Source: an optimization exercise on an open RTL-to-GDS flow (aim: small area and a short achievable clock period). Production flows keep margins and buffers that such runs may drop.
Function was checked by simulation only, so behaviour that the tests miss may differ from the original.

==> 10-19 <==
==> flow/design.v (excerpt) <==
module iir(
    input clk,
    input rst_n,
    input [31:0] x,
    output reg [31:0] y
    );
clock: 7.5 ns
lec_check: 0
cap_margin: 20
core_margin: 2
core_utilization: 70
cts_buf_list: sky130_fd_sc_hd__clkbuf_4 sky130_fd_sc_hd__clkbuf_8
setup_slack_margin: 4.2
slew_margin: 20
standard.sh (not shown) runs the stock make flow with config.mk's settings and CLKGATE_MAP_FILE= SYNTH_SCRIPT=/design/flow/synth_recipe.tcl, a recipe that flattens the netlist after the stock synthesis.
==> flow/flow/run.sh <==
#!/bin/bash
# Layout flow: the standard ORFS flow (standard.sh), with two changes:
#  1. the combinational logic of the standard synthesis is replaced by the
#     gate-level netlist that gen2.py writes from the same description as
#     rtl/iir.v (same registers, same names and cell types; checked by
#     swap_netlist.py, and the standard netlist is kept if they differ);
#  2. the port buffers are buf_1 cells instead of the default.
set -euo pipefail
export BUFFER_PORTS_ARGS="-buffer_cell sky130_fd_sc_hd__buf_1"
R=orfs/results/sky130hd/iir/base
bash standard.sh synth > standard_synth.log 2>&1
python3 flow/gen2.py --ytree fast42 --fap cell --net custom_netlist.v > gen2.log 2>&1
if python3 flow/swap_netlist.py $R/1_2_yosys.v custom_netlist.v > swap_netlist.log 2>&1; then
  cp $R/1_2_yosys.v standard_1_2_yosys.v
  cp custom_netlist.v $R/1_2_yosys.v
  touch $R/1_2_yosys.v
  rm -f $R/1_synth.odb $R/1_synth.sdc
fi
bash standard.sh finish > standard_finish.log 2>&1
Other scripts of this flow, unchanged in this note and not shown: flow/flow/gen2.py, flow/flow/swap_netlist.py
==> inputs of 10-23, as changes to 10-19 <==
--- a/flow/flow/run.sh
+++ b/flow/flow/run.sh
@@ -7,6 +7,7 @@
 #  2. the port buffers are buf_1 cells instead of the default.
 set -euo pipefail
 export BUFFER_PORTS_ARGS="-buffer_cell sky130_fd_sc_hd__buf_1"
+export RECOVER_POWER=100
 R=orfs/results/sky130hd/iir/base
 bash standard.sh synth > standard_synth.log 2>&1
 python3 flow/gen2.py --ytree fast42 --fap cell --net custom_netlist.v > gen2.log 2>&1
--- a/flow/config.mk
+++ b/flow/config.mk
@@ -9,5 +9,5 @@
 export CORE_MARGIN = 2
 export CORE_UTILIZATION = 70
 export CTS_BUF_LIST = sky130_fd_sc_hd__clkbuf_4 sky130_fd_sc_hd__clkbuf_8
-export SETUP_SLACK_MARGIN = 4.2
+export SETUP_SLACK_MARGIN = 4
 export SLEW_MARGIN = 20
==> inputs of 04-27, as changes to 10-19 <==
--- a/flow/config.mk
+++ b/flow/config.mk
@@ -9,5 +9,6 @@
 export CORE_MARGIN = 2
 export CORE_UTILIZATION = 70
 export CTS_BUF_LIST = sky130_fd_sc_hd__clkbuf_4 sky130_fd_sc_hd__clkbuf_8
-export SETUP_SLACK_MARGIN = 4.2
+export SETUP_SLACK_MARGIN = 4
 export SLEW_MARGIN = 20
+export TNS_END_PERCENT = 0
==> impl_metrics.csv <==
group,metric,value,unit
status,outcome,"no timing/DRC/antenna violations",
sta,holdWs,0.364,ns
drt,wl_met3,596,um
finish,sh_seq_area,0.251,
drt,firstDrtPassIters,5,
grt,grt_max_degree,52,
The numbers above come from 04-27.

==> impl_metrics.csv <==
group,metric,value,unit
sta,drv_slew,33,
finish,sh_seq_area,0.255,
status,outcome,"failed layout checks",
grt,grt_max_degree,65,
setup_path,r2r_slack,3.67,ns
status,so.violations,"max-capacitance violations, max-slew violations",
job,drv_cap,1,
sta,holdWs,0.366,ns
drt,wl_met3,587,um
setup_path,critPathTopFamily,"compound AO/OA/AOI/OAI gates",
The numbers above come from 10-23.

==> impl_metrics.csv <==
group,metric,value,unit
finish,largest_class,"multi-input combinational cells",
sta,holdWs,0.363,ns
logic_synthesis,ys_warn_count,1,
grt,met3_usage,0.0603,
setup_path,r2r_end,"p[25]",
finish,sh_seq_area,0.239,
drt,firstDrtPassIters,5,
status,outcome,"no timing/DRC/antenna violations",
setup_path,critical_path_buf_inv_count,2,
drt,wl_met3,897,um
setup_path,arrival,3.56,ns
The numbers above come from 10-19.

[what the ideal ports hide]
Ports are ideal in the flow. The routed layouts listed here were re-timed in OpenROAD. Step 1 (the two cells are an assumption about what drives the block):
set clk [get_ports {clk}]
set_driving_cell -lib_cell sky130_fd_sc_hd__clkbuf_16 $clk
set_driving_cell -lib_cell sky130_fd_sc_hd__buf_2 [delete_from_list [all_inputs] $clk]
Step 2 times the ports against the registers' clock, not the clock port: input delays grow and output delays shrink by t, the midpoint of the rising clock arrivals with the driver on. Slacks: no drivers / after step 1 / after step 2; pairs: no drivers / after step 1.
| run | t (ns) | slack for setup (ns) | worst setup path after step 2 |
|---|---|---|---|
| 10-19 | 0.432 | 4.209 / 4.208 / 3.775 | input to register |
| 10-23 | 0.413 | 3.314 / 3.329 / 2.916 | input to register |
| 04-27 | 0.416 | 4.096 / 4.109 / 3.692 | input to register |
The setup slack of 10-19, which loses most, moves by -0.001 ns with the drivers and by -0.434 ns with both steps.
